Context: an optimization exercise on an open-source flow, tuned for small area, a short achievable clock period and few clock cycles. The choices shown serve that exercise and are no tape-out recipe. Function was checked by simulation only, so behaviour that the tests miss may differ from the original. No activity file was given, so power comes from the tool's default toggle rates.

===== config.mk =====
export PLATFORM = sky130hd
export DESIGN_NAME = cpu
export DESIGN_NICKNAME = cpu
export VERILOG_FILES = /design/flow/design.v
export SDC_FILE = /design/flow/constraint.sdc
export NUM_CORES = 4
export LEC_CHECK = 0
export CAP_MARGIN = 20
export CORE_MARGIN = 2
export CORE_UTILIZATION = 50
export CTS_BUF_LIST = sky130_fd_sc_hd__clkbuf_8
export CTS_CLUSTER_DIAMETER = 50
export CTS_CLUSTER_SIZE = 15
export SLEW_MARGIN = 20

===== constraint.sdc =====
create_clock -name core_clock -period 10.0 [get_ports {clk}]
set_input_delay 2.0000 -clock core_clock [delete_from_list [all_inputs] [get_ports {clk}]]
set_output_delay 2.0000 -clock core_clock [all_outputs]
set_load 0.01 [all_outputs]

===== design.v =====
`timescale 1ns / 1ps
module addp #(parameter N = 32, parameter L = 5) (
    input  [N-1:0] a, b,
    input          cin,
    output [N-1:0] s,
    output         cout
    );
    wire [N-1:0] p = a ^ b;
    wire [N-1:0] g0 = a & b;
    wire [N-1:0] G [0:L];
    wire [N-1:0] P [0:L];
    assign G[0] = {g0[N-1:1], g0[0] | (p[0] & cin)};
    assign P[0] = p;
    genvar l, i;
    generate
        for (l = 0; l < L; l = l + 1) begin : lv
            for (i = 0; i < N; i = i + 1) begin : bt
                if ((i >> l) & 1) begin : cmb
                    localparam integer J = ((i >> l) << l) - 1;
                    assign G[l+1][i] = G[l][i] | (P[l][i] & G[l][J]);
                    assign P[l+1][i] = P[l][i] & P[l][J];
                end else begin : pass
                    assign G[l+1][i] = G[l][i];
                    assign P[l+1][i] = P[l][i];
                end
            end
        end
    endgenerate
    wire [N:0] c = {G[L], cin};
    assign s = p ^ c[N-1:0];
    assign cout = c[N];
endmodule
module ALU(
    input [9:0] op,
    input [31:0] x, y,
    input [4:0] sa,
    output [31:0] Sa, Sd,
    output lts, ltu,
    output [31:0] Re
    );
    wire ca, cd;
    addp #(32, 5) add(.a(x), .b(y),  .cin(1'b0), .s(Sa), .cout(ca));
    addp #(32, 5) dif(.a(x), .b(~y), .cin(1'b1), .s(Sd), .cout(cd));
    assign ltu = ~cd;
    assign lts = (x[31] ^ y[31]) ? x[31] : Sd[31];
    wire [31:0] shl = y << sa;
    wire [31:0] shr = $signed({op[9] & y[31], y}) >>> sa;
    assign Re = ({32{op[2]}} & (x & y))
              | ({32{op[3]}} & (x | y))
              | ({32{op[4]}} & ~(x | y))
              | ({32{op[7]}} & shl)
              | ({32{op[8] | op[9]}} & shr[31:0]);
endmodule
`timescale 1ns / 1ps
module RegFile(
    input CLK, WE,
    input [31:1] R1H,
    input [4:0] R2, RW,
    input [31:0] Din,
    output reg [31:0] A, B,
    output [31:0] R31v
    );
    reg [31:0] regs[1:31];
    integer k;
    always @(*) begin
        A = 32'b0;
        B = 32'b0;
        for (k = 1; k < 32; k = k + 1) begin
            A = A | ({32{R1H[k]}} & regs[k]);
            B = B | ({32{R2 == k}} & regs[k]);
        end
    end
    assign R31v = regs[31];
    always @(posedge CLK) begin
        if (WE && RW != 5'd0)
            regs[RW] <= Din;
    end
endmodule
`timescale 1ns / 1ps
module cpu(
        input clk,
        input rst,
        output [9:0] imem_addr,
        input [31:0] imem_rdata,
        output [9:0] dmem_addr,
        output [31:0] dmem_wdata,
        output [1:0] dmem_we,
        input [31:0] dmem_rdata,
        output reg [31:0] display_out,
        output reg display_valid,
        output halted
    );
    reg [31:0] pc;       
    reg        halt_r;
    assign halted = halt_r;
    assign imem_addr = pc[11:2];
    wire [31:0] inst = imem_rdata;
    wire [5:0]  f_op = inst[31:26];
    wire [5:0]  f_fn = inst[5:0];
    wire f_rtype  = (f_op == 6'h00);
    wire f_add    = f_rtype & ((f_fn == 6'h20) | (f_fn == 6'h21));
    wire f_sub    = f_rtype & ((f_fn == 6'h22) | (f_fn == 6'h23));
    wire f_and    = f_rtype & (f_fn == 6'h24);
    wire f_or     = f_rtype & (f_fn == 6'h25);
    wire f_nor    = f_rtype & (f_fn == 6'h27);
    wire f_slt    = f_rtype & (f_fn == 6'h2a);
    wire f_sltu   = f_rtype & (f_fn == 6'h2b);
    wire f_sll    = f_rtype & (f_fn == 6'h00);
    wire f_srl    = f_rtype & (f_fn == 6'h02);
    wire f_sra    = f_rtype & (f_fn == 6'h03);
    wire f_jr     = f_rtype & (f_fn == 6'h08);
    wire f_sys    = f_rtype & (f_fn == 6'h0c);
    wire f_j      = (f_op == 6'h02);
    wire f_jal    = (f_op == 6'h03);
    wire f_beq    = (f_op == 6'h04);
    wire f_bne    = (f_op == 6'h05);
    wire f_bgez   = (f_op == 6'h01);
    wire f_addi   = (f_op == 6'h08);
    wire f_addiu  = (f_op == 6'h09);
    wire f_slti   = (f_op == 6'h0a);
    wire f_sltiu  = (f_op == 6'h0b);
    wire f_andi   = (f_op == 6'h0c);
    wire f_ori    = (f_op == 6'h0d);
    wire f_lw     = (f_op == 6'h23);
    wire f_sw     = (f_op == 6'h2b);
    wire f_sh     = (f_op == 6'h29);
    wire f_ralu   = f_add | f_sub | f_and | f_or | f_nor | f_slt | f_sltu | f_sll | f_srl | f_sra;
    wire f_ialu   = f_addi | f_addiu | f_slti | f_sltiu | f_andi | f_ori;
    wire [9:0] f_aluop = {f_sra, f_srl, f_sll, f_sltu | f_sltiu, f_slt | f_slti,
                          f_nor, f_or | f_ori, f_and | f_andi, f_sub, f_add | f_addi | f_addiu};
    wire [4:0] f_wr   = f_jal ? 5'd31 : f_rtype ? inst[15:11] : inst[20:16];
    wire [4:0] f_rs   = f_sys ? 5'd2 : inst[25:21];
    reg  [31:1] f_rsh;
    integer h;
    always @(*) for (h = 1; h < 32; h = h + 1) f_rsh[h] = (f_rs == h);
    wire       f_we   = (f_ralu | f_ialu | f_lw | f_jal) & (f_wr != 5'd0);
    wire [31:0] pc4  = pc + 32'd4;
    wire [29:0] btgt_w;
    wire        btgt_co;
    addp #(30, 5) badd(.a(pc[31:2]), .b({{14{inst[15]}}, inst[15:0]}), .cin(1'b1), .s(btgt_w), .cout(btgt_co));
    wire [31:0] btgt = {btgt_w, pc[1:0]};
    wire [31:0] jtgt = {pc4[31:28], inst[25:0], 2'b00};
    wire [31:0] R31v;
    wire f_jump  = f_j | f_jal;
    wire f_bpred = f_bne | f_bgez | (f_beq & (inst[15] | (inst[25:21] == inst[20:16])));
    wire f_taken = f_jump | f_bpred | f_jr;
    wire [31:0] f_next = f_jump ? jtgt : f_bpred ? btgt : f_jr ? R31v : pc4;
    wire [31:0] f_alt  = f_jr ? R31v : f_taken ? pc4 : btgt;
    reg        d_valid, d_pred;
    reg [25:0] d_ir;
    reg [31:1] d_rsh;    
    reg [31:0] d_alt;
    reg [9:0]  d_aluop;
    reg [4:0]  d_wr;
    reg d_ialu, d_sext, d_we, d_lw, d_jal, d_st, d_sh, d_beq, d_bne, d_bgez, d_jr, d_sys;
    wire [4:0] d_rs = d_ir[25:21];
    wire [4:0] d_rt = d_ir[20:16];
    reg        e_valid, e_pred;
    reg [31:0] e_A, e_Y, e_alt;     
    reg [4:0]  e_sa;
    reg [9:0]  e_ea;     
    reg [9:0]  aluop;
    reg [4:0]  e_wr;
    reg e_we, e_lw, e_jal, e_st, e_sh, e_beq, e_bne, e_bgez, e_jr, e_sys;
    wire [31:0] rA, rB;
    wire [31:0] wdata;
    wire        e_wen = e_valid & e_we;
    reg        w_we;
    reg [4:0]  w_wr;
    reg [31:0] w_data;
    RegFile RegFile(
        .CLK(clk), .WE(w_we),
        .R1H(d_rsh), .R2(d_rt), .RW(w_wr),
        .Din(w_data),
        .A(rA), .B(rB),
        .R31v(R31v)
    );
    wire fwdA  = e_wen & (e_wr == d_rs);
    wire fwdB  = e_wen & (e_wr == d_rt);
    wire wfwdA = w_we & (w_wr == d_rs);
    wire wfwdB = w_we & (w_wr == d_rt);
    wire [31:0] d_rA = wfwdA ? w_data : rA;
    wire [31:0] d_rB = wfwdB ? w_data : rB;
    wire [31:0] d_A = ({32{fwdA & aluop[0]}} & Sa) | ({32{fwdA & aluop[1]}} & Sd)
                    | ({32{fwdA}} & (wd_cmp | wd_early)) | ({32{~fwdA}} & d_rA);
    wire [31:0] d_B = ({32{fwdB & aluop[0]}} & Sa) | ({32{fwdB & aluop[1]}} & Sd)
                    | ({32{fwdB}} & (wd_cmp | wd_early)) | ({32{~fwdB}} & d_rB);
    wire [31:0] d_Y = d_ialu ? {{16{d_ir[15] & d_sext}}, d_ir[15:0]} : d_B;
    wire [11:0] d_ea;
    wire        d_ea_co;
    addp #(12, 4) eadd(.a(d_rA[11:0]), .b(d_ir[11:0]), .cin(1'b0), .s(d_ea), .cout(d_ea_co));
    wire [31:0] Sa, Sd, Re;
    wire        lts, ltu;
    ALU ALU(.op(aluop), .x(e_A), .y(e_Y), .sa(e_sa), .Sa(Sa), .Sd(Sd), .lts(lts), .ltu(ltu), .Re(Re));
    wire [31:0] wd_early = e_lw ? dmem_rdata : e_jal ? e_alt : Re;
    wire [31:0] wd_cmp   = {31'b0, (aluop[5] & lts) | (aluop[6] & ltu)};
    assign wdata = ({32{aluop[0]}} & Sa) | ({32{aluop[1]}} & Sd) | wd_cmp | wd_early;
    assign dmem_addr  = e_ea;
    assign dmem_wdata = e_Y;
    assign dmem_we    = {2{e_valid & e_st}} & {1'b1, ~e_sh};
    wire taken    = (e_beq & (e_A == e_Y)) | (e_bne & (e_A != e_Y)) | (e_bgez & ~e_A[31]);
    wire br_miss  = (e_beq | e_bne | e_bgez) & (taken ^ e_pred);
    wire jr_miss  = e_jr & (e_A != e_alt);
    wire redirect = e_valid & (br_miss | jr_miss);
    wire [31:0] rtgt = e_jr ? e_A : e_alt;
    wire sys      = e_valid & e_sys;
    wire halt_now = sys & (e_A == 32'd10);
    wire kill     = redirect | halt_now | halt_r;
    wire f_mem    = f_lw | f_sw | f_sh;
    wire stall    = f_mem & d_valid & d_we & (d_wr == inst[25:21]);
    always @(posedge clk) begin
        if (rst) begin
            pc            <= 32'd0;
            d_valid       <= 1'b0;
            e_valid       <= 1'b0;
            halt_r        <= 1'b0;
            display_valid <= 1'b0;
            w_we          <= 1'b0;
        end else begin
            w_we          <= e_wen;
            if (redirect | ~stall) pc <= redirect ? rtgt : f_next;
            d_valid       <= ~(kill | stall);
            e_valid       <= d_valid & ~kill;
            if (halt_now) halt_r <= 1'b1;
            display_valid <= sys;
        end
        if (sys) display_out <= e_Y;
        w_wr   <= e_wr;
        w_data <= wdata;
        d_ir    <= {f_rs, f_sys ? 5'd4 : inst[20:16], inst[15:0]};
        d_rsh   <= f_rsh;
        d_pred  <= f_taken;
        d_alt   <= f_alt;
        d_aluop <= f_aluop;
        d_ialu  <= f_ialu;
        d_sext  <= ~(f_addiu | f_sltiu);
        d_we    <= f_we;
        d_wr    <= f_wr;
        d_lw    <= f_lw;
        d_jal   <= f_jal;
        d_st    <= f_sw | f_sh;
        d_sh    <= f_sh;
        d_beq   <= f_beq;
        d_bne   <= f_bne;
        d_bgez  <= f_bgez;
        d_jr    <= f_jr;
        d_sys   <= f_sys;
        e_A     <= d_A;
        e_Y     <= d_Y;
        e_sa    <= d_ir[10:6];
        e_ea    <= d_ea[11:2];
        e_pred  <= d_pred;
        e_alt   <= d_alt;
        aluop   <= d_aluop;
        e_we    <= d_we;
        e_wr    <= d_wr;
        e_lw    <= d_lw;
        e_jal   <= d_jal;
        e_st    <= d_st;
        e_sh    <= d_sh;
        e_beq   <= d_beq;
        e_bne   <= d_bne;
        e_bgez  <= d_bgez;
        e_jr    <= d_jr;
        e_sys   <= d_sys;
    end
endmodule

===== flow/run.sh =====
#!/bin/bash
# The standard layout, with timing repair aiming at 6 ns of setup slack
# (a 4 ns period) instead of 0 at the design's 10 ns clock.
set -euo pipefail
bash standard.sh SETUP_SLACK_MARGIN=6 finish > standard_flow.log 2>&1

===== standard.sh =====
#!/bin/bash
# synth_recipe.tcl (not shown) runs the flow's synth.tcl, then flattens the netlist and writes it again
# the make line also repeats each setting of config.mk as NAME=value (left out here)
make -C /OpenROAD-flow-scripts/flow DESIGN_CONFIG=/design/flow/config.mk WORK_HOME=/design/flow/orfs CLKGATE_MAP_FILE= SYNTH_SCRIPT=/design/flow/synth_recipe.tcl "${@:-finish}"

==> qor.yml, run 1 <==
vias: 56545
cts-htree-levels: 4
synth.yosys.seq_area_share_pct: 58.2
min_path_type: "flip-flop to flip-flop"
ant_nets: 0
grt_pass1_wl_um: 431000
maxCapViolCount: 0
start_kind: "flip-flop"
slew_headroom_pct: 10.4
yosys_warnings: 5
period_needed_ns: 4.14
fin_crit_sh_pct: 41.4
routed.top_layer: "met5"
design.core.area_um2: 127000
totalWireLength_um: 323000
rr_startpoint: "d_ir[20]"
first_iter_violations: 11492
p_leak_nw: 25.3
yosysTopAreaCell: "edfxtp_1"
crit_arrival_ns: 4.97
fin_setup_tns_ns: 0
clkTransAtPathRegs_ns: 0.10
cp_num_buf_inv: 1
clkLatencyLatePin_ns: 0.94
critical_path.endpoint: "e_Y[22]"
critical-path-max-stage-delay_ns: 0.76
hold_buffers: 0
viasPerCell: 7.83
drive_gt1_share_pct: 16.8
grtUsageTotal_pct: 47.9
clockRootBuffer: "clkbuf_8"
route.detailed.drc: 0
cts_tree: "done"
row_count: 131
synth_edf_count: 1024
ios: 154
netlist_instances: 5271
cp_num_cells: 9
fmax_ghz: 0.242
avgSynthCellArea_um2: 12.2
critPathMaxFanout: 25
cts_buffers: 142
netlist_area_um2: 64100
crit_start: "d_ir[20]"
start_util_pct: 50.3
avgRoutedWirePerCell_um: 44.7
post-route-util_pct: 57.3
maxSlewViolCount: 0
met2_length_um: 131000
grt_pass1_vias: 52091
critPathKind: "flip-flop to flip-flop"
die_h_um: 362
irDropWorstVdd_uv: 131
drt-pass1-iter-count: 9
setup_violations: 0
antenna_found_initial: 22
wl_met1_um: 106000
synthFlopType: "edfxtp_1"
critPathCaptureType: "flip-flop"
regToRegSetupSlack_ns: 5.86
skew_ns: 0.0634
worst_ep_required_time_ns: 10.83
dp_hpwl_um: 184000
cp_slowest_cell: "a31oi_1"
wl_met3_um: 52600
synth.area.top_cells: "edfxtp_1, dfxtp_1, a22oi_1"
crit_chain: "or3b_2 -> nor2_4 -> buf_4 -> a22oi_1 -> nand2_1 -> nor3_1 -> a31oi_1 -> a21oi_1 -> o21ai_0"
synth_top_area_share_pct: 48.0
grt_max_degree: 87
yosys.cell_types.count: 102
hold_violations: 0
rr_endpoint: "e_Y[22]"
synth_nets: 5490
worst_pin_slew_ns: 1.33
final_nets: 5652
status: "complete, no violations"
gr-total-overflow: 0
clockBufferDepth: 3
cts.sinks: 1352
place.gp.congestion: 1.05
grt_setup_unrepaired: "yes"
r2r_cells: 9
die_x_um: 362
area.growth.synth_to_final_pct: 13.9
critical_path.top_delay_family: "compound AO/OA/AOI/OAI gates"
ys_seq_elements: 1352
power_density_nw_per_um2: 173
die-area_um2: 131000
synthArstFlopShare_pct: 0
portBuffers: 153
registers in the layout, indices dropped and copies added (netlist names), 5 cells and up:
name / count
RegFile.regs: 992
aluop: 10
d_alt: 32
d_aluop: 10
d_ir: 26
d_rsh: 31
d_wr: 5
display_out: 32
e_A: 32
e_Y: 32
e_alt: 32
e_ea: 10
e_sa: 5
e_wr: 5
pc: 32
w_data: 32
w_wr: 5
synthesized netlist by cell type (all sizes together), types with 145 or more instances:
cell type	n
nor2	316
edfxtp	1024
a22o	145
a22oi	618
inv	151
nand2	320
clkbuf	267
a221oi	181
dfxtp	328
o21ai	160
a21oi	216
through the flow:
| stage | setup WS [ns] | instances | area (um^2) | total power, mW | hold WS, ns |
|---|---|---|---|---|---|
| floorplan | 5.59 | 5271 | 64300 | 7.66 | 0.310 |
| global placement | 4.25 | 6856 | 68000 | 8.54 | 0.310 |
| detailed placement | 4.17 | 6856 | 68000 | 8.55 | 0.312 |
| CTS | 5.91 | 7170 | 72200 | 12.4 | 0.329 |
| global route | 5.85 | 7214 | 73000 | 12.9 | 0.337 |
| finish | 5.86 | 7223 | 73000 | 12.6 | 0.327 |
repair_timing:
| item | CTS | global route |
|---|---|---|
| resized for setup | 236 | 111 |
| pin swaps | 24 | 26 |
| setup endpoints to repair | 208 | 97 |
| cloned | 4 | 3 |
| setup buffers | 49 | 39 |
layer usage:
metal | up-vias | global-route usage [%]
met5 | - | 0.518
met3 | 1861 | 19.5
li1 | 21333 | -
met1 | 27277 | 58.2
met2 | 6050 | 68.2
met4 | 24 | 35.6
cell usage in the layout, fill, tap and decap left out, types with 69 or more instances in the layout:
cell type	n
a21oi_1	202
clkbuf_8	151
nand4_1	134
clkdlybuf4s50_1	121
xor2_1	76
nor2_1	234
edfxtp_1	1024
ha_1	109
mux2i_1	99
mux4_2	69
a221oi_1	171
buf_4	197
a222oi_1	69
o21ai_0	124
a22o_1	145
a22oi_1	618
inv_1	171
nand3_1	120
nor3_1	87
nor2_4	70
dfxtp_1	221
nand2_1	317
where the power goes:
group,leakage (nW),internal [mW],switching (mW)
sequential,12.2,6.26,0.349
clock,1.59,1.65,2.26
combinational,11.6,0.801,1.30
final cells by class:
type / instances / area (um^2)
fill: 10517 / 54400
sequential: 1352 / 37600
multi-input combinational: 3381 / 25800
timing repair buffer: 401 / 3870
tap: 1662 / 2080
clock buffer: 151 / 2080
clock inverter: 110 / 920
inverter: 155 / 618
antenna: 11 / 27.5
worst min path at each step:
stage	from	end	slack [ns]	cells after the start
after global placement	d_beq	e_beq	0.31	0
final	d_st	e_st	0.33	0
after global routing	d_aluop[2]	aluop[2]	0.34	0
after CTS	d_bgez	e_bgez	0.33	0
after floorplan	d_aluop[0]	aluop[0]	0.31	0
after detailed placement	d_aluop[4]	aluop[4]	0.31	0
logic make-up after synthesis:
family / share of synthesized area [%]
XOR/XNOR: 2.01
buffers and inverters: 3.48
multiplexers: 4.55
AO/OA/AOI/OAI: 19.9
adder cells (fa/ha/maj): 3.21
AND/OR/NAND/NOR: 8.62
flip-flops: 58.2
Testbench counts, summed over its fixed seeds: cycles 80,205.
==> run 2: changes to the inputs <==
--- a/design.v
+++ b/design.v
@@ -86,8 +86,8 @@
         output [31:0] dmem_wdata,
         output [1:0] dmem_we,
         input [31:0] dmem_rdata,
-        output reg [31:0] display_out,
-        output reg display_valid,
+        output [31:0] display_out,
+        output display_valid,
         output halted
     );
     reg [31:0] pc;       
@@ -205,6 +205,8 @@
     wire [31:0] rtgt = e_jr ? e_A : e_alt;
     wire sys      = e_valid & e_sys;
     wire halt_now = sys & (e_A == 32'd10);
+    assign display_valid = sys;
+    assign display_out   = e_Y;
     wire kill     = redirect | halt_now | halt_r;
     wire f_mem    = f_lw | f_sw | f_sh;
     wire stall    = f_mem & d_valid & d_we & (d_wr == inst[25:21]);
@@ -214,7 +216,6 @@
             d_valid       <= 1'b0;
             e_valid       <= 1'b0;
             halt_r        <= 1'b0;
-            display_valid <= 1'b0;
             w_we          <= 1'b0;
         end else begin
             w_we          <= e_wen;
@@ -222,9 +223,7 @@
             d_valid       <= ~(kill | stall);
             e_valid       <= d_valid & ~kill;
             if (halt_now) halt_r <= 1'b1;
-            display_valid <= sys;
         end
-        if (sys) display_out <= e_Y;
         w_wr   <= e_wr;
         w_data <= wdata;
         d_ir    <= {f_rs, f_sys ? 5'd4 : inst[20:16], inst[15:0]};
==> run 2 against run 1 <==
Effect of this change: global-route usage grew 0.52 points; via count down 0.23%; cell count up 0.25%; combinational power grew 3%; critical path depth did not move; final area down 1.4%; first-iteration DRC count is 2.8% lower; die area is 1.5% lower; sequential share of layout area fell by 0.58 points.
==> qor.yml, run 2 <==
status: "complete, no violations"
post_dp_cell_area_um2: 66900
skew_ns: 0.112
clkTransAtPathRegs_ns: 0.09
synthArstFlopShare_pct: 0
stdcell_area_um2: 72000
drt-pass1-iter-count: 12
ys_seq_elements: 1319
finalPower_mw: 12.4
critPathCaptureType: "flip-flop"
grt_util_met2_pct: 69.7
critPathMaxFanout: 19
maxSlewViolCount: 0
drive_gt1_share_pct: 16.6
critical-path-max-stage-delay_ns: 0.94
yosysTopAreaCell: "edfxtp_1"
yosys.cell_types.count: 91
synth_edf_count: 992
synthTopCellsByCount: "edfxtp_1, a22oi_1, nor2_1"
route.detailed.drc: 0
avgRoutedWirePerCell_um: 44.8
grt_busiest_layer: "met2"
portBuffers: 153
clockBufferDepth: 3
irDropWorstVdd_uv: 146
die-area_um2: 129000
slew_headroom_pct: 14.6
period_needed_ns: 4.25
yosysMostFrequentCell: "edfxtp_1"
min_path_type: "flip-flop to flip-flop"
hold_violations: 0
place.gp.congestion: 0.998
synthFlopType: "edfxtp_1"
cts_buffers: 132
yosys_warnings: 5
ios: 154
totalWireLength_um: 324000
grt_pass1_vias: 51748
start_kind: "flip-flop"
worst_ep_required_time_ns: 10.87
synth_nets: 5561
grt_max_degree: 69
row_count: 130
largest_reg_flops: 992
globalRouteMet3Util_pct: 20.8
holdCritStartpoint: "d_aluop[3]"
grtUsageTotal_pct: 48.4
synth_top_area_share_pct: 47.2
gr-total-overflow: 0
critPathKind: "flip-flop to flip-flop"
crit_start: "d_ir[19]"
top_register: "RegFile.regs"
clockRootBuffer: "clkbuf_8"
setup_violations: 0
start_util_pct: 50.3
synth.area.top_cells: "edfxtp_1, dfxtp_1, a22oi_1"
antenna_found_initial: 16
final_nets: 5707
crit_chain: "nand3_1 -> nor2_4 -> buf_4 -> a222oi_1 -> nand3_1 -> nor2_1 -> a31oi_1 -> mux2i_1 -> o21ai_0"
netlist_instances: 5342
clkLatencyLatePin_ns: 0.98
viasPerCell: 7.79
fmax_ghz: 0.235
cts.sinks: 1319
fin_setup_tns_ns: 0
power_density_nw_per_um2: 173
crit_path_frequent_cell: "nand3_1"
die_h_um: 359
p_leak_nw: 25.1
grt_pass1_wl_um: 430000
fin_crit_sh_pct: 42.5
fin_hold_ws_ns: 0.315
dp_hpwl_um: 189000
grt_setup_unrepaired: "yes"
cts_tree: "done"
synth.yosys.seq_area_share_pct: 57.6
netlist_area_um2: 63100
area.growth.synth_to_final_pct: 14.0
use_met1_pct: 57.4
vias: 56416
design.core.area_um2: 125000
maxCapViolCount: 0
die_x_um: 359
avgSynthCellArea_um2: 11.8
crit_arrival_ns: 5.12
ant_nets: 0
mostFrequentLayoutCell: "edfxtp_1"
first_iter_violations: 11170
hold_buffers: 0
cp_slowest_cell: "nor2_4"
worst_pin_slew_ns: 1.27
cts-htree-levels: 4
rr_startpoint: "d_ir[19]"
layout_common_cells: "edfxtp_1, a22oi_1, nand2_1"
## run 2: final timing paths
path | to | slack, ns | cells past startpoint
hold / removal | aluop[3] | 0.32 | 0
setup reg to reg | e_Y[14] | 5.75 | 9
hold reg to reg | aluop[3] | 0.32 | 0
setup / recovery | e_Y[14] | 5.75 | 9
## run 2: stage by stage
stage	std cells	util, %	setup WS [ns]
global route	7234	57.4	5.82
floorplan	5342	-	5.43
finish	7241	57.4	5.75
global placement	6892	53.4	4.14
CTS	7196	56.8	5.82
detailed placement	6892	53.4	4.12
## run 2: cells by family after synthesis
| kind of cell | synth area share (%) |
|---|---|
| compound gates | 20.3 |
| xor+xnor | 2.05 |
| fa+ha+maj | 3.26 |
| buf+inv | 3.70 |
| flops | 57.6 |
| mux | 3.99 |
| simple gates | 9.10 |
## run 2: cell type report
class | count | area (um^2)
multi-input combinational | 3455 | 25800
inverter | 151 | 626
sequential | 1319 | 36600
clock inverter | 92 | 980
clock buffer | 137 | 1890
tap | 1650 | 2060
timing repair buffer | 427 | 3940
antenna | 8 | 20.0
timing repair inverter | 2 | 17.5
fill | 10439 | 53400
## run 2: what timing repair did
action                                  CTS  global route
resized for setup                       335           108
cloned                                    3             3
buffers inserted                         72            34
endpoints found under the setup margin  251            97
pin swaps                                31            35
## run 2: worst max-delay path: cells and delay by family, from the launching register on
| kind | cells | cell delay (ns) |
|---|---|---|
| AO/OA/AOI/OAI | 3 | 1.02 |
| buffers and inverters | 1 | 0.64 |
| flip-flops | 1 | 0.66 |
| multiplexers | 1 | 0.19 |
| AND/OR/NAND/NOR | 4 | 1.60 |
## run 2: layer usage
layer / routed length [um] / vias to the layer above
met4: 32600 / 18
met5: 346 / -
met3: 53000 / 1819
li1: - / 21439
met2: 133000 / 5912
met1: 105000 / 27228
## run 2: power by group
| part | internal [mW] | switching (mW) | total (mW) |
|---|---|---|---|
| clock network | 1.70 | 2.12 | 3.82 |
| registers | 6.09 | 0.354 | 6.44 |
| logic | 0.839 | 1.32 | 2.16 |
| total | 8.63 | 3.80 | 12.4 |
Testbench counts of run 2, summed over its fixed seeds: cycles 80,205.
==> run 3: changes to the inputs <==
==> flow/run.sh (replaced) <==
#!/bin/bash
# The standard layout, with timing repair aiming at 6.15 ns of setup slack
# (a 3.85 ns period) instead of 0 at the design's 10 ns clock.
set -euo pipefail
bash standard.sh SETUP_SLACK_MARGIN=6.15 finish > standard_flow.log 2>&1
==> run 3 against run 2 <==
Effect of this change: still clean on timing, DRC and antenna; wire length grew 1.4%; fmax grew 4.0%; final area grew 1.2%; clock power shrank 2%; register-to-register slack gained 0.16 ns; critical endpoint is now e_Y[31].
==> qor.yml, run 3 <==
vias: 56961
hold_depth: 0
avgRoutedWirePerCell_um: 45.0
grt_max_degree: 71
r2r_cells: 16
start_kind: "flip-flop"
regToRegSetupSlack_ns: 5.91
grt_pass1_wl_um: 435000
p_leak_nw: 25.6
synthArstFlopShare_pct: 0
critPathMaxFanout: 3
largest_reg_flops: 992
layout_common_cells: "edfxtp_1, a22oi_1, nand2_1"
crit_chain: "buf_6 -> clkinvlp_4 -> ha_4 -> or3_4 -> or3_4 -> o2111ai_4 -> a311oi_4 -> o21ai_2 -> nand2_1 -> a21oi_2 -> nor2_2 -> fa_2 -> o21ai_2 -> a21oi_2 -> o211ai_1 -> a221o_1"
gr-total-overflow: 0
holdCritStartpoint: "d_sys"
synth_edf_count: 992
rr_endpoint: "e_Y[31]"
synth_top_area_share_pct: 47.2
area.growth.synth_to_final_pct: 15.4
whs_endpoint: "e_sys"
synth.yosys.seq_area_share_pct: 57.6
ant_nets: 0
rr_startpoint: "e_Y[15]"
viasPerCell: 7.81
antenna_found_initial: 24
slew_headroom_pct: 11.8
dp_hpwl_um: 187000
netlist_instances: 5342
crit_arrival_ns: 4.92
yosysMostFrequentCell: "edfxtp_1"
ios: 154
clockBufferDepth: 3
yosys_warnings: 5
hold_buffers: 0
die_h_um: 359
cts_tree: "done"
fin_setup_tns_ns: 0
hold_violations: 0
synthFlopType: "edfxtp_1"
first_iter_violations: 12139
critPathCaptureType: "flip-flop"
synthTopCellsByCount: "edfxtp_1, a22oi_1, nor2_1"
status: "complete, no violations"
mostFrequentLayoutCell: "edfxtp_1"
route.detailed.drc: 0
yosys.cell_types.count: 91
avgSynthCellArea_um2: 11.8
netlist_area_um2: 63100
period_needed_ns: 4.09
worst_pin_slew_ns: 1.31
irDropWorstVdd_uv: 155
design.core.area_um2: 125000
maxSlewViolCount: 0
setup_violations: 0
fin_crit_sh_pct: 40.9
critical-path-max-stage-delay_ns: 0.56
row_count: 130
finalPower_mw: 12.4
grt_pass1_vias: 52232
cts-htree-levels: 4
totalWireLength_um: 328000
die-area_um2: 129000
die_x_um: 359
fmax_ghz: 0.245
top_register: "RegFile.regs"
synth.area.top_cells: "edfxtp_1, dfxtp_1, a22oi_1"
cts.sinks: 1319
start_util_pct: 50.3
grtUsageTotal_pct: 48.9
clockRootBuffer: "clkbuf_8"
maxCapViolCount: 0
final_nets: 5752
drive_gt1_share_pct: 18.7
worst_ep_required_time_ns: 10.83
cts_buffers: 134
cp_slowest_cell: "fa_2"
yosysTopAreaCell: "edfxtp_1"
grt_setup_unrepaired: "yes"
ys_seq_elements: 1319
min_path_type: "flip-flop to flip-flop"
clkLatencyLatePin_ns: 0.96
place.gp.congestion: 1.01
critPathKind: "flip-flop to flip-flop"
portBuffers: 153
power_density_nw_per_um2: 170
synth_nets: 5561
drt-pass1-iter-count: 12
fin_hold_ws_ns: 0.326
critical_path.top_delay_family: "compound AO/OA/AOI/OAI gates"
cp_num_buf_inv: 2
skew_ns: 0.0649
clkTransAtPathRegs_ns: 0.10
run 3: cell counts after synthesis:
Identical to the previous run, type by type.
run 3: stage by stage:
stage	util, %	worst slack, ns	cell area (um^2)	cells
detailed placement	53.4	4.17	66900	6883
global placement	53.4	4.20	66900	6883
CTS	56.9	5.90	71300	7216
floorplan	-	5.43	63500	5342
global route	58.1	5.84	72800	7284
finish	58.1	5.91	72800	7292
run 3: how the worst max path moves through the flow:
stage / start / end / slack (ns) / cells after the start
CTS: e_Y[13] / e_Y[31] / 5.90 / 16
global route: e_Y[8] / e_Y[31] / 5.84 / 16
global placement: imem_rdata[15] / pc[30] / 4.20 / 11
floorplan: imem_rdata[0] / pc[30] / 5.43 / 14
detailed placement: imem_rdata[15] / pc[30] / 4.17 / 11
finish: e_Y[15] / e_Y[31] / 5.91 / 16
run 3: cell type report:
cell class | instances | area, um^2
multi-input combinational | 3455 | 26200
fill | 10448 | 52600
sequential | 1319 | 36700
timing repair buffer | 471 | 4400
clock buffer | 140 | 1930
clock inverter | 94 | 886
tap | 1650 | 2060
antenna | 11 | 27.5
inverter | 151 | 636
timing repair inverter | 1 | 8.76
run 3: timing repair:
item                       CTS  global route
resized for setup          406           215
pin swaps                   41            73
setup endpoints to repair  261           105
buffers inserted            94            61
cloned                       5             4
run 3: layer usage:
metal	routed length, um	vias to the layer above	part of all wire, %	GRT usage [%]
met5	371	-	0.11	1.04
met4	34600	24	11	37.6
met3	54800	1989	17	21.2
met2	132000	6014	40	69.3
met1	106000	27386	32	58.5
li1	-	21548	-	-
run 3: logic make-up after synthesis:
family	count (synthesis)	share of synthesized area (%)
muxes	196	3.99
buffers and inverters	571	3.70
DFF	1319	57.6
and+or+nand+nor	1217	9.10
xor gates and xnor gates	148	2.05
adders and majority gates	153	3.26
AOI/OAI and AO/OA	1738	20.3
run 3: report_power, final:
group | total, mW | leakage, nW | internal [mW] | switching (mW)
clock network | 3.75 | 1.49 | 1.65 | 2.10
registers | 6.43 | 11.9 | 6.09 | 0.345
logic | 2.23 | 12.2 | 0.866 | 1.37
total | 12.4 | 25.6 | 8.60 | 3.81
==> run 4: changes to the inputs <==
--- a/design.v
+++ b/design.v
@@ -86,8 +86,8 @@
         output [31:0] dmem_wdata,
         output [1:0] dmem_we,
         input [31:0] dmem_rdata,
-        output [31:0] display_out,
-        output display_valid,
+        output reg [31:0] display_out,
+        output reg display_valid,
         output halted
     );
     reg [31:0] pc;       
@@ -205,8 +205,6 @@
     wire [31:0] rtgt = e_jr ? e_A : e_alt;
     wire sys      = e_valid & e_sys;
     wire halt_now = sys & (e_A == 32'd10);
-    assign display_valid = sys;
-    assign display_out   = e_Y;
     wire kill     = redirect | halt_now | halt_r;
     wire f_mem    = f_lw | f_sw | f_sh;
     wire stall    = f_mem & d_valid & d_we & (d_wr == inst[25:21]);
@@ -216,6 +214,7 @@
             d_valid       <= 1'b0;
             e_valid       <= 1'b0;
             halt_r        <= 1'b0;
+            display_valid <= 1'b0;
             w_we          <= 1'b0;
         end else begin
             w_we          <= e_wen;
@@ -223,7 +222,9 @@
             d_valid       <= ~(kill | stall);
             e_valid       <= d_valid & ~kill;
             if (halt_now) halt_r <= 1'b1;
+            display_valid <= sys;
         end
+        if (sys) display_out <= e_Y;
         w_wr   <= e_wr;
         w_data <= wdata;
         d_ir    <= {f_rs, f_sys ? 5'd4 : inst[20:16], inst[15:0]};
==> run 4 against run 3 <==
Effect of this change: synthesized cell count shrank 1.3%; flip-flop and latch count rose by 33; die area is 1.5% higher; fmax up 2.3%; sequential share of layout area rose by 0.15 points; synthesized area up 1.5%; clock power increased by 6.9%; highest routed layer unchanged; clock skew shrank 0.012 ns; total power rose by 3.5%; critical path type unchanged; first-iteration DRC count fell by 3.1%.
==> qor.yml, run 4 <==
yosysTopAreaCell: "edfxtp_1"
regToRegSetupSlack_ns: 6.00
antenna_found_initial: 30
drt-pass1-iter-count: 10
area.growth.synth_to_final_pct: 16.3
largest_reg_flops: 992
clockRootBuffer: "clkbuf_8"
critPathMaxFanout: 26
synthFlopType: "edfxtp_1"
synth.area.top_cells: "edfxtp_1, dfxtp_1, a22oi_1"
netlist_area_um2: 64100
hold_buffers: 0
worst_ep_required_time_ns: 10.86
grt_pass1_vias: 52697
clkTransAtPathRegs_ns: 0.09
grt_setup_unrepaired: "yes"
layout_common_cells: "edfxtp_1, a22oi_1, nand2_1"
design.core.area_um2: 127000
finalPower_mw: 12.8
start_util_pct: 50.3
maxSlewViolCount: 0
ant_nets: 0
cts_buffers: 141
dp_hpwl_um: 188000
maxCapViolCount: 0
p_leak_nw: 26.2
synthArstFlopShare_pct: 0
clkLatencyLatePin_ns: 0.95
row_count: 131
fin_setup_tns_ns: 0
grt_pass1_wl_um: 438000
avgRoutedWirePerCell_um: 45.1
worst_pin_slew_ns: 1.14
ys_seq_elements: 1352
netlist_instances: 5271
skew_ns: 0.0532
start_kind: "flip-flop"
slew_headroom_pct: 23.4
gr-total-overflow: 0
yosys_warnings: 5
die_x_um: 362
synthTopCellsByCount: "edfxtp_1, a22oi_1, dfxtp_1"
first_iter_violations: 11760
mostFrequentLayoutCell: "edfxtp_1"
cts-htree-levels: 4
power_density_nw_per_um2: 172
portBuffers: 153
totalWireLength_um: 330000
status: "complete, no violations"
fin_crit_sh_pct: 40.0
synth_edf_count: 1024
min_path_type: "flip-flop to flip-flop"
yosys.cell_types.count: 102
grtUsageTotal_pct: 48.9
irDropWorstVdd_uv: 142
drive_gt1_share_pct: 19.3
synth.yosys.seq_area_share_pct: 58.2
hold_violations: 0
synth_top_area_share_pct: 48.0
cts.sinks: 1352
ios: 154
top_register: "RegFile.regs"
final_nets: 5734
die_h_um: 362
place.gp.congestion: 1.04
critPathCaptureType: "flip-flop"
yosysMostFrequentCell: "edfxtp_1"
critPathKind: "flip-flop to flip-flop"
clockBufferDepth: 3
crit_arrival_ns: 4.85
route.detailed.drc: 0
die-area_um2: 131000
setup_violations: 0
fmax_ghz: 0.250
fin_hold_ws_ns: 0.330
synth_nets: 5490
post-route-util_pct: 58.5
viasPerCell: 7.83
cts_tree: "done"
vias: 57232
avgSynthCellArea_um2: 12.2
period_needed_ns: 4.00
grt_max_degree: 77
-- run 4: per-stage QoR --
step	instances	area, um^2	setup slack [ns]
6_report	7307	74500	6.00
5_1_grt	7294	74500	5.92
4_1_cts	7215	73000	5.94
3_5_place_dp	6870	68100	4.20
3_3_place_gp	6870	68100	4.30
2_1_floorplan	5271	64400	5.59
-- run 4: final timing paths --
kind | startpoint | end | cells after the start
setup / recovery | d_ir[19] | e_Y[27] | 9
hold / removal | d_alt[4] | e_alt[4] | 0
setup reg to reg | d_ir[19] | e_Y[27] | 9
hold reg to reg | d_alt[4] | e_alt[4] | 0
-- run 4: area by class of cell --
type | instances | area (um^2)
Fill cell | 10384 | 52800
Timing Repair Buffer | 483 | 4770
Clock buffer | 153 | 2110
Multi-Input combinational cell | 3382 | 26300
Clock inverter | 101 | 960
Antenna cell | 19 | 47.5
Inverter | 155 | 626
Sequential cell | 1352 | 37600
Tap cell | 1662 | 2080
-- run 4: what timing repair did --
action                                  CTS  global route
endpoints found under the setup margin  263            96
pin swaps                                34            88
hold endpoints to repair                  0             0
setup buffers                            82            69
cloned                                    9             4
gates resized for setup                 381           206
-- run 4: layer usage --
metal  GRT usage (%)  wire length, um
met4            39.2            36200
met2            68.4           132000
met1            57.6           106000
met5            1.41              315
met3            22.3            55100
-- run 4: critical path, stage by stage (launching register included) --
cell and delay [ns]:
dfxtp_1 0.69, nand3b_1 0.45, nor2_4 0.70, buf_6 0.54
a22oi_1 0.15, nand4_1 0.13, nor3_1 0.05, a31oi_1 0.79
a21oi_1 0.21, o21ai_0 0.11
-- run 4: power breakdown --
group          leakage, nW  switching [mW]  internal, mW
sequential            12.2           0.316          6.26
clock                 1.62            2.27          1.74
combinational         12.3            1.39         0.879
-- run 4: cell families after synthesis --
group / after synthesis / share of synthesized area (%)
mux: 201 / 4.55
xor+xnor: 147 / 2.01
flops: 1352 / 58.2
compound gates: 1721 / 19.9
simple gates: 1158 / 8.62
fa+ha+maj: 153 / 3.21
buf+inv: 539 / 3.48
Testbench counts of run 4, summed over its fixed seeds: cycles 80,205.
==> run 5: changes to the inputs <==
--- a/design.v
+++ b/design.v
@@ -54,8 +54,8 @@
 `timescale 1ns / 1ps
 module RegFile(
     input CLK, WE,
-    input [31:1] R1H,
-    input [4:0] R2, RW,
+    input [31:1] R1H, R2H,
+    input [4:0] RW,
     input [31:0] Din,
     output reg [31:0] A, B,
     output [31:0] R31v
@@ -67,7 +67,7 @@
         B = 32'b0;
         for (k = 1; k < 32; k = k + 1) begin
             A = A | ({32{R1H[k]}} & regs[k]);
-            B = B | ({32{R2 == k}} & regs[k]);
+            B = B | ({32{R2H[k]}} & regs[k]);
         end
     end
     assign R31v = regs[31];
@@ -86,8 +86,8 @@
         output [31:0] dmem_wdata,
         output [1:0] dmem_we,
         input [31:0] dmem_rdata,
-        output reg [31:0] display_out,
-        output reg display_valid,
+        output [31:0] display_out,
+        output display_valid,
         output halted
     );
     reg [31:0] pc;       
@@ -130,9 +130,14 @@
                           f_nor, f_or | f_ori, f_and | f_andi, f_sub, f_add | f_addi | f_addiu};
     wire [4:0] f_wr   = f_jal ? 5'd31 : f_rtype ? inst[15:11] : inst[20:16];
     wire [4:0] f_rs   = f_sys ? 5'd2 : inst[25:21];
-    reg  [31:1] f_rsh;
+    wire [4:0] f_rt   = f_sys ? 5'd4 : inst[20:16];
+    reg  [31:1] f_rsh, f_rth;
     integer h;
-    always @(*) for (h = 1; h < 32; h = h + 1) f_rsh[h] = (f_rs == h);
+    always @(*)
+        for (h = 1; h < 32; h = h + 1) begin
+            f_rsh[h] = (f_rs == h);
+            f_rth[h] = (f_rt == h);
+        end
     wire       f_we   = (f_ralu | f_ialu | f_lw | f_jal) & (f_wr != 5'd0);
     wire [31:0] pc4  = pc + 32'd4;
     wire [29:0] btgt_w;
@@ -149,6 +154,7 @@
     reg        d_valid, d_pred;
     reg [25:0] d_ir;
     reg [31:1] d_rsh;    
+    reg [31:1] d_rth;    
     reg [31:0] d_alt;
     reg [9:0]  d_aluop;
     reg [4:0]  d_wr;
@@ -170,7 +176,7 @@
     reg [31:0] w_data;
     RegFile RegFile(
         .CLK(clk), .WE(w_we),
-        .R1H(d_rsh), .R2(d_rt), .RW(w_wr),
+        .R1H(d_rsh), .R2H(d_rth), .RW(w_wr),
         .Din(w_data),
         .A(rA), .B(rB),
         .R31v(R31v)
@@ -205,6 +211,8 @@
     wire [31:0] rtgt = e_jr ? e_A : e_alt;
     wire sys      = e_valid & e_sys;
     wire halt_now = sys & (e_A == 32'd10);
+    assign display_valid = sys;
+    assign display_out   = e_Y;
     wire kill     = redirect | halt_now | halt_r;
     wire f_mem    = f_lw | f_sw | f_sh;
     wire stall    = f_mem & d_valid & d_we & (d_wr == inst[25:21]);
@@ -214,7 +222,6 @@
             d_valid       <= 1'b0;
             e_valid       <= 1'b0;
             halt_r        <= 1'b0;
-            display_valid <= 1'b0;
             w_we          <= 1'b0;
         end else begin
             w_we          <= e_wen;
@@ -222,13 +229,12 @@
             d_valid       <= ~(kill | stall);
             e_valid       <= d_valid & ~kill;
             if (halt_now) halt_r <= 1'b1;
-            display_valid <= sys;
-        end
-        if (sys) display_out <= e_Y;
+        end
         w_wr   <= e_wr;
         w_data <= wdata;
-        d_ir    <= {f_rs, f_sys ? 5'd4 : inst[20:16], inst[15:0]};
+        d_ir    <= {f_rs, f_rt, inst[15:0]};
         d_rsh   <= f_rsh;
+        d_rth   <= f_rth;
         d_pred  <= f_taken;
         d_alt   <= f_alt;
         d_aluop <= f_aluop;
==> flow/run.sh (replaced) <==
#!/bin/bash
# The standard layout, with timing repair aiming at 6 ns of setup slack
# (a 4 ns period) instead of 0 at the design's 10 ns clock.
set -euo pipefail
bash standard.sh SETUP_SLACK_MARGIN=6 finish > standard_flow.log 2>&1
==> run 5 against run 4 <==
Effect of this change: still clean on timing, DRC and antenna; global-route usage fell by 0.10 points; final area decreased by 2.9%; combinational power down 3%; synthesized cell count down 0.34%; synthesized area shrank 0.64%; sequential share of layout area is 1.0 points higher; largest cell class unchanged.
==> qor.yml, run 5 <==
vias: 56765
drive_gt1_share_pct: 16.5
maxCapViolCount: 0
worst_pin_slew_ns: 1.32
cts_tree: "done"
avgSynthCellArea_um2: 12.1
antenna_found_initial: 23
clockRootBuffer: "clkbuf_8"
yosys.cell_types.count: 77
fin_setup_tns_ns: 0
design.core.area_um2: 126000
synth.area.top_cells: "edfxtp_1, dfxtp_1, a221oi_1"
setup_violations: 0
synth_top_area_share_pct: 46.8
netlist_instances: 5253
place.gp.congestion: 0.997
yosysMostFrequentCell: "edfxtp_1"
clkPwrFrac_pct: 30.3
synth_edf_count: 992
ios: 154
dp_hpwl_um: 188000
cp_slowest_cell: "or4_4"
cts_buffers: 135
layout_common_cells: "edfxtp_1, a22oi_1, a221oi_1"
critPathKind: "flip-flop to flip-flop"
row_count: 130
synth.yosys.seq_area_share_pct: 58.0
totalWireLength_um: 326000
gr-total-overflow: 0
crit_path_frequent_cell: "o21ai_2"
critical-path-max-stage-delay_ns: 0.56
avgRoutedWirePerCell_um: 45.4
p_sw_mw: 3.90
period_needed_ns: 4.24
hold_depth: 0
switching_share_pct: 30.8
clkLatencyLatePin_ns: 0.99
post-place-ws_ns: 3.96
rr_endpoint: "e_Y[31]"
finalWorstSetupSlack_ns: 5.76
synthArstFlopShare_pct: 0
first_iter_violations: 11697
portBuffers: 153
synth_xor_area_share_pct: 2.04
synth_adder_area_share_pct: 3.23
r2r_cells: 18
grt_pass1_wl_um: 436000
die_x_um: 361
yosys_warnings: 5
crit_arrival_ns: 5.09
grt_pass1_vias: 52357
fmax_ghz: 0.236
ant_nets: 0
hold_violations: 0
p_comb_share_pct: 17.4
die-area_um2: 130000
slew_headroom_pct: 11.7
synthTopCellsByCount: "edfxtp_1, dfxtp_1, a22oi_1"
maxSlewViolCount: 0
drt-pass1-iter-count: 10
ys_seq_elements: 1350
status: "complete, no violations"
clkTransAtPathRegs_ns: 0.09
final_nets: 5632
synth_nets: 5472
grt_setup_unrepaired: "yes"
min_path_type: "flip-flop to flip-flop"
synth_top_family_by_area: "compound AO/OA/AOI/OAI gates"
synth_compound_area_share_pct: 20.6
power.share.sequential_pct: 52.3
rr_startpoint: "e_Y[12]"
largest_reg_flops: 992
clockBufferDepth: 3
start_util_pct: 50.5
top_register: "RegFile.regs"
hold_buffers: 0
skew_ns: 0.0559
die_h_um: 361
cts.sinks: 1350
cts-htree-levels: 4
synth.area.mux_share_pct: 4.23
mostFrequentLayoutCell: "edfxtp_1"
synthFlopType: "edfxtp_1"
synthSimpleGateAreaFrac_pct: 8.17
whs_endpoint: "e_st"
crit_chain: "buf_8 -> clkinvlp_4 -> ha_4 -> or4_4 -> nor3_4 -> a211o_1 -> a21o_1 -> a21oi_4 -> nor2_2 -> nor2_1 -> o21ai_2 -> a21oi_2 -> fa_1 -> o21ai_2 -> a21oi_1 -> o21a_1 -> o311ai_4 -> a221o_1"
grt_max_degree: 79
viasPerCell: 7.89
power_density_nw_per_um2: 175
area.growth.synth_to_final_pct: 13.7
grtUsageTotal_pct: 48.8
critPathCaptureType: "flip-flop"
irDropWorstVdd_uv: 181
worst_ep_required_time_ns: 10.85
route.detailed.drc: 0
holdCritStartpoint: "d_st"
p_int_mw: 8.76
regToRegSetupSlack_ns: 5.76
start_kind: "flip-flop"
critPathMaxFanout: 3
netlist_area_um2: 63700
yosysTopAreaCell: "edfxtp_1"
fin_crit_sh_pct: 42.4
p_leak_nw: 25.4
## run 5: layout make-up
cell class                      count  area [um^2]
Antenna cell                       17         42.5
Clock buffer                      141         1940
Clock inverter                    106          947
Fill cell                       10451        53700
Inverter                          168          672
Multi-Input combinational cell   3324        25500
Sequential cell                  1350        37300
Tap cell                         1650         2060
Timing Repair Buffer              433         3930
Timing Repair inverter              1         5.00
## run 5: worst max-delay path, delay by kind of cell, from the launching register on
| family | cells | cell delay [ns] |
|---|---|---|
| adder cells (fa/ha/maj) | 2 | 0.84 |
| AO/OA/AOI/OAI | 10 | 1.61 |
| buffers and inverters | 2 | 0.34 |
| AND/OR/NAND/NOR | 4 | 0.95 |
| flip-flops | 1 | 0.35 |
## run 5: repair_timing
action,4_1_cts,5_1_grt
endpoints found under the setup margin,300,142
gates cloned,6,0
gates resized for setup,300,117
pin swaps,23,16
endpoints found under the hold margin,0,0
setup buffers,93,21
## run 5: stage by stage
step | cell area (um^2) | utilization [%] | hold slack, ns | power [mW] | std cells
2_1_floorplan | 63800 | - | 0.310 | 7.68 | 5253
3_3_place_gp | 67300 | 53.4 | 0.312 | 8.58 | 6806
3_5_place_dp | 67300 | 53.4 | 0.312 | 8.58 | 6806
4_1_cts | 71700 | 56.9 | 0.329 | 12.4 | 7152
5_1_grt | 72400 | 57.4 | 0.338 | 12.9 | 7181
6_report | 72400 | 57.4 | 0.329 | 12.7 | 7190
## run 5: worst max path at each step
| stage | startpoint | endpoint | cells after the start |
|---|---|---|---|
| floorplan | imem_rdata[0] | pc[11] | 13 |
| global placement | imem_rdata[22] | pc[3] | 11 |
| detailed placement | imem_rdata[22] | pc[3] | 11 |
| CTS | e_Y[12] | e_Y[31] | 18 |
| global route | e_Y[12] | e_Y[31] | 18 |
| finish | e_Y[12] | e_Y[31] | 18 |
## run 5: power by group through the flow
| stage | sequential (mW) | combinational, mW | clock [mW] |
|---|---|---|---|
| finish | 6.62 | 2.21 | 3.84 |
| global placement | 6.75 | 1.82 | 0 |
| detailed placement | 6.75 | 1.83 | 0 |
| CTS | 6.60 | 2.03 | 3.80 |
| floorplan | 6.56 | 1.12 | 0 |
| global route | 6.62 | 2.28 | 4.03 |
## run 5: kinds of logic after synthesis
kind of cell | Yosys count
DFF | 1350
adders and majority gates | 153
buffers and inverters | 582
and+or+nand+nor | 1098
AOI/OAI and AO/OA | 1728
muxes | 194
xor gates and xnor gates | 148
## run 5: metal layers
metal | vias to the layer above | wire length (um) | global-route usage [%]
met1 | 27330 | 105000 | 57.5
met5 | - | 390 | 0.814
met2 | 6035 | 131000 | 68.6
met4 | 36 | 35100 | 38.6
li1 | 21371 | - | -
met3 | 1993 | 54900 | 22.2
Testbench counts of run 5, summed over its fixed seeds: cycles 80,205.

[afterwards: timing with drivers on the ports]
No port has a modelled driver above. Below, the same layouts with a new extraction and two added sets of constraints. Step 1 sets driving cells, clkbuf_16 on the clock port and buf_2 on the other inputs (assumed; they add their load-dependent delay and slew). Step 2 adds t to the input delays and takes it off the output delays; t is the mean of the earliest and latest rising clock arrival at the registers after step 1. Input paths then give back, and output paths get back, about the clock's delay inside the block. Three values: ideal ports, drivers, drivers and shift; two values: the first two.
| run | shift t [ns] | setup slack, ns | slew at the worst register clock pin (ns) |
|---|---|---|---|
| run 1 | 0.986 | 5.861 / 5.839 / 5.126 | 0.10 / 0.10 |
| run 2 | 1.004 | 5.748 / 5.748 / 4.982 | 0.10 / 0.10 |
| run 3 | 1.000 | 5.912 / 5.912 / 5.048 | 0.10 / 0.10 |
| run 4 | 1.007 | 6.005 / 6.005 / 5.071 | 0.11 / 0.11 |
| run 5 | 1.048 | 5.763 / 5.763 / 5.038 | 0.11 / 0.11 |
After both steps setup and hold are still met in every run listed. For run 4, which loses most, drivers alone change the setup slack by 0.000 ns; drivers and shift together by -0.934 ns.
